This design comes from an exercise in tuning for a short achievable clock period and few clock cycles on the open sky130 flow, not from production work.
Only simulation tests tie the RTL to the original design; equivalence was not proved.
No activity file was given, so power comes from the tool's default toggle rates.

## proj1
module proj1(Clk, Rst, MemQ_IO, MemRW_IO, MemAddr_IO, MemD_IO);
Size: roughly 2000 cells after synthesis, ~310 flip-flops.
==> module proj1, before the edit <==
module proj1(Clk, Rst, MemQ_IO, MemRW_IO, MemAddr_IO, MemD_IO);
input Clk;
input Rst;
input [15:0] MemQ_IO;
output MemRW_IO;
output [7:0] MemAddr_IO;
output [15:0] MemD_IO;
localparam CACHE = 1;    
localparam NE = 8;       
reg [7:0]  pc;         
reg [7:0]  addr;       
reg        we;         
reg        opc;        
reg [15:0] acc;
reg [15:0] mdr;        
reg m_add, m_or, m_ld, m_mul;
reg x_add, x_or, x_ld, x_mul, x_neg;
reg x_m;               
reg [11:0] pp_lo, pp_hi;   
reg [8*NE-1:0]  c_tag;
reg [16*NE-1:0] c_dat;
reg [NE-1:0] c_val;
reg [NE-1:0] c_sel;    
reg        c_hit;
reg [NE-1:0] c_sel_st;  
reg [NE-1:0] c_ptr;    
assign MemAddr_IO = addr;
assign MemRW_IO = we;
assign MemD_IO = acc;
integer k;
reg [15:0] opnd;
always @(*) begin
	opnd = {16{x_m}} & mdr;
	for (k = 0; k < NE; k = k + 1)
		opnd = opnd | ({16{c_sel[k]}} & c_dat[16*k +: 16]);
end
wire [15:0] prod = {pp_lo[11:4] + pp_hi, pp_lo[3:0]};
wire [15:0] sum = acc + opnd;
wire idle = ~(x_add | x_or | x_ld | x_mul | x_neg);
wire [15:0] acc_nx = ({16{x_add}} & sum) | ({16{x_or}} & (acc | opnd)) | ({16{x_ld}} & opnd) |
                     ({16{x_mul}} & prod) | ({16{x_neg}} & ~acc) | ({16{idle}} & acc);
wire [15:0] cz = {acc[14:0] | opnd[14:0], 1'b0};
wire add_z = ((acc ^ opnd) == cz);
wire z = (idle & (acc == 16'd0)) | (x_neg & (acc == 16'hFFFF)) | (x_ld & (opnd == 16'd0)) |
         (x_or & ((acc | opnd) == 16'd0)) | (x_mul & ((pp_lo == 12'd0) & (pp_hi == 12'd0))) |
         (x_add & add_z);
reg [11:0] mt [0:15];
reg [15:0] nlo, nhi;
reg [11:0] plo, phi;
always @(*) begin
	for (k = 0; k < 16; k = k + 1) begin
		mt[k] = acc[7:0] * k;
		nlo[k] = (MemQ_IO[3:0] == k);
		nhi[k] = (MemQ_IO[7:4] == k);
	end
	plo = 12'd0;
	phi = 12'd0;
	for (k = 1; k < 16; k = k + 1) begin
		plo = plo | ({12{nlo[k]}} & mt[k]);
		phi = phi | ({12{nhi[k]}} & mt[k]);
	end
end
wire [7:0] op = MemQ_IO[7:0];
wire [7:0] a  = MemQ_IO[15:8];
wire hi0    = (op[7:4] == 4'd0);
wire d_add  = hi0 & (op[3:0] == 4'd1);
wire d_or   = hi0 & (op[3:0] == 4'd2);
wire d_jmp  = hi0 & (op[3:0] == 4'd3);
wire d_jz   = hi0 & (op[3:0] == 4'd4);
wire d_ld   = hi0 & (op[3:0] == 4'd5);
wire d_st   = hi0 & (op[3:0] == 4'd6);
wire d_mul  = hi0 & (op[3:0] == 4'd9);
wire d_neg  = hi0 & (op[3:0] == 4'd10);
wire [7:0] pc1 = pc + 8'd1;
wire fetch  = ~opc & ~we;
reg [NE-1:0] hitv;
always @(*)
	for (k = 0; k < NE; k = k + 1)
		hitv[k] = (CACHE != 0) & c_val[k] & (c_tag[8*k +: 8] == a);
wire hit = |hitv;
wire d_hit  = (d_add | d_or | d_ld) & hit;
wire d_miss = ((d_add | d_or | d_ld) & ~hit) | d_mul;
wire take   = d_jmp | (d_jz & z);
wire sel_a  = d_miss | d_st | take;
always @(posedge Clk) begin
	mdr <= MemQ_IO;
	pp_lo <= plo;
	pp_hi <= phi;
	m_add <= d_add;
	m_or  <= d_or;
	m_ld  <= d_ld;
	m_mul <= d_mul;
	c_sel <= (fetch & d_hit) ? hitv : {NE{1'b0}};
	c_hit <= hit;
	for (k = 0; k < NE; k = k + 1) begin
		if (opc & ~c_hit & c_ptr[k]) begin
			c_tag[8*k +: 8] <= addr;
			c_dat[16*k +: 16] <= MemQ_IO;
		end
		if (we & (c_hit ? c_sel_st[k] : c_ptr[k])) begin
			c_tag[8*k +: 8] <= addr;
			c_dat[16*k +: 16] <= acc;
		end
	end
	c_sel_st <= hitv;
	if (Rst) begin
		pc <= 8'd0;
		addr <= 8'd0;
		we <= 1'b0;
		opc <= 1'b0;
		acc <= 16'd0;
		{x_add, x_or, x_ld, x_mul, x_neg} <= 5'd0;
		x_m <= 1'b0;
		c_val <= {NE{1'b0}};
		c_ptr <= {{(NE-1){1'b0}}, 1'b1};
	end else begin
		acc <= acc_nx;
		if ((opc | we) & ~c_hit) begin
			c_val <= c_val | c_ptr;
			c_ptr <= {c_ptr[NE-2:0], c_ptr[NE-1]};
		end
		if (fetch) begin
			pc <= take ? a : pc1;
			addr <= sel_a ? a : pc1;
			opc <= d_miss;
			we <= d_st;
			{x_add, x_or, x_ld, x_mul, x_neg} <= {d_add & hit, d_or & hit, d_ld & hit, 1'b0, d_neg};
			x_m <= 1'b0;
		end else begin
			addr <= pc;
			opc <= 1'b0;
			we <= 1'b0;
			{x_add, x_or, x_ld, x_mul, x_neg} <= opc ? {m_add, m_or, m_ld, m_mul, 1'b0} : 5'd0;
			x_m <= opc;
		end
	end
end
endmodule
==> flow/config.mk <==
export PLATFORM = sky130hd
export DESIGN_NAME = proj1
export DESIGN_NICKNAME = proj1
export VERILOG_FILES = /design/flow/design.v
export SDC_FILE = /design/flow/constraint.sdc
export NUM_CORES = 4
export LEC_CHECK = 0
export ABC_CLOCK_PERIOD_IN_PS = 2500
export CAP_MARGIN = 20
export CORE_MARGIN = 2
export CORE_UTILIZATION = 40
export SETUP_SLACK_MARGIN = 4.6
export SLEW_MARGIN = 20
export TNS_END_PERCENT = 100
==> flow/constraint.sdc <==
create_clock -name core_clock -period 7.0 [get_ports {Clk}]
set_input_delay 1.4000 -clock core_clock [delete_from_list [all_inputs] [get_ports {Clk}]]
set_output_delay 1.4000 -clock core_clock [all_outputs]
set_load 0.01 [all_outputs]
run.sh (not shown) runs the stock make flow with config.mk's settings and CLKGATE_MAP_FILE= SYNTH_SCRIPT=/design/flow/synth_recipe.tcl, a recipe that flattens the netlist after the stock synthesis.
Testbench counts at the start, summed over its fixed seeds: cycles 12,651.
Rerun with:
--- a/flow/design.v
+++ b/flow/design.v
@@ -7,6 +7,7 @@
 output [15:0] MemD_IO;
 localparam CACHE = 1;    
 localparam NE = 8;       
+localparam NI = 16;      
 reg [7:0]  pc;         
 reg [7:0]  addr;       
 reg        we;         
@@ -24,6 +25,12 @@
 reg        c_hit;
 reg [NE-1:0] c_sel_st;  
 reg [NE-1:0] c_ptr;    
+reg [8*NI-1:0]  i_tag;
+reg [16*NI-1:0] i_dat;
+reg [NI-1:0] i_val;
+reg [NI-1:0] i_ptr;    
+reg [15:0] iword;      
+reg        fi;         
 assign MemAddr_IO = addr;
 assign MemRW_IO = we;
 assign MemD_IO = acc;
@@ -60,8 +67,22 @@
 		phi = phi | ({12{nhi[k]}} & mt[k]);
 	end
 end
-wire [7:0] op = MemQ_IO[7:0];
-wire [7:0] a  = MemQ_IO[15:8];
+wire [7:0] pc1 = pc + 8'd1;
+reg [NI-1:0] ih1, ih0, isn;
+reg [15:0] iw1;
+always @(*) begin
+	iw1 = 16'd0;
+	for (k = 0; k < NI; k = k + 1) begin
+		ih1[k] = i_val[k] & (i_tag[8*k +: 8] == pc1);    
+		ih0[k] = i_val[k] & (i_tag[8*k +: 8] == pc);     
+		isn[k] = i_val[k] & (i_tag[8*k +: 8] == addr);   
+		iw1 = iw1 | ({16{ih1[k]}} & i_dat[16*k +: 16]);
+	end
+end
+wire ifill = ~opc & ~we & ~(|ih0);    
+wire [15:0] instr = fi ? iword : MemQ_IO;
+wire [7:0] op = instr[7:0];
+wire [7:0] a  = instr[15:8];
 wire hi0    = (op[7:4] == 4'd0);
 wire d_add  = hi0 & (op[3:0] == 4'd1);
 wire d_or   = hi0 & (op[3:0] == 4'd2);
@@ -71,12 +92,11 @@
 wire d_st   = hi0 & (op[3:0] == 4'd6);
 wire d_mul  = hi0 & (op[3:0] == 4'd9);
 wire d_neg  = hi0 & (op[3:0] == 4'd10);
-wire [7:0] pc1 = pc + 8'd1;
-wire fetch  = ~opc & ~we;
+wire fetch  = ~opc & (~we | fi);
 reg [NE-1:0] hitv;
 always @(*)
 	for (k = 0; k < NE; k = k + 1)
-		hitv[k] = (CACHE != 0) & c_val[k] & (c_tag[8*k +: 8] == a);
+		hitv[k] = (CACHE != 0) & c_val[k] & (c_tag[8*k +: 8] == a) & ~(we & ~c_hit & c_ptr[k]);
 wire hit = |hitv;
 wire d_hit  = (d_add | d_or | d_ld) & hit;
 wire d_miss = ((d_add | d_or | d_ld) & ~hit) | d_mul;
@@ -103,7 +123,16 @@
 		end
 	end
 	c_sel_st <= hitv;
+	iword <= iw1;
+	for (k = 0; k < NI; k = k + 1)
+		if (ifill & i_ptr[k]) begin
+			i_tag[8*k +: 8] <= pc;
+			i_dat[16*k +: 16] <= MemQ_IO;
+		end
 	if (Rst) begin
+		i_val <= {NI{1'b0}};
+		i_ptr <= {{(NI-1){1'b0}}, 1'b1};
+		fi <= 1'b0;
 		pc <= 8'd0;
 		addr <= 8'd0;
 		we <= 1'b0;
@@ -115,6 +144,11 @@
 		c_ptr <= {{(NE-1){1'b0}}, 1'b1};
 	end else begin
 		acc <= acc_nx;
+		if (ifill) begin
+			i_val <= i_val | i_ptr;
+			i_ptr <= {i_ptr[NI-2:0], i_ptr[NI-1]};
+		end else if (we)
+			i_val <= i_val & ~isn;
 		if ((opc | we) & ~c_hit) begin
 			c_val <= c_val | c_ptr;
 			c_ptr <= {c_ptr[NE-2:0], c_ptr[NE-1]};
@@ -124,12 +158,14 @@
 			addr <= sel_a ? a : pc1;
 			opc <= d_miss;
 			we <= d_st;
+			fi <= d_st & (|ih1);
 			{x_add, x_or, x_ld, x_mul, x_neg} <= {d_add & hit, d_or & hit, d_ld & hit, 1'b0, d_neg};
 			x_m <= 1'b0;
 		end else begin
 			addr <= pc;
 			opc <= 1'b0;
 			we <= 1'b0;
+			fi <= 1'b0;
 			{x_add, x_or, x_ld, x_mul, x_neg} <= opc ? {m_add, m_or, m_ld, m_mul, 1'b0} : 5'd0;
 			x_m <= opc;
 		end
Outcome: Setup slack gets better by 0.054 ns. Total power increases by 140%. Core utilization increases by 0.37 points. Non-clock buffer count increases by 301. Wire length increases by 95%. Synthesized cell count increases by 63%. Worst hold slack is about the same. Design area increases by 100%. Area after synthesis increases by 100%.
Testbench counts after the change, summed over its fixed seeds: cycles 11,485.

==> afterwards: timing with drivers on the ports <==
How much do the figures lean on ideal ports? The routed layouts below were timed once more, with nothing changed but the port constraints. Step 1 assumes that a clkbuf_16 drives the clock port and a buf_2 every other input. Step 2, shift: input delay + t, output delay - t, t = (earliest + latest rising clock arrival at the registers) / 2. This alone moves slack from input paths to output paths. Slacks: no drivers / after step 1 / after step 2; pairs: no drivers / after step 1.
| run | shift t [ns] | setup WS [ns] | hold WS [ns] |
|---|---|---|---|
| the first run | 0.581 | 3.260 / 3.260 / 2.939 | 0.455 / 0.455 / 0.455 |
| the second run | 0.691 | 3.313 / 3.313 / 3.043 | 0.456 / 0.456 / 0.456 |
After both steps every run listed still meets setup and hold. The setup slack of the first run, which loses most, moves by 0.000 ns with the drivers and by -0.321 ns with both steps.
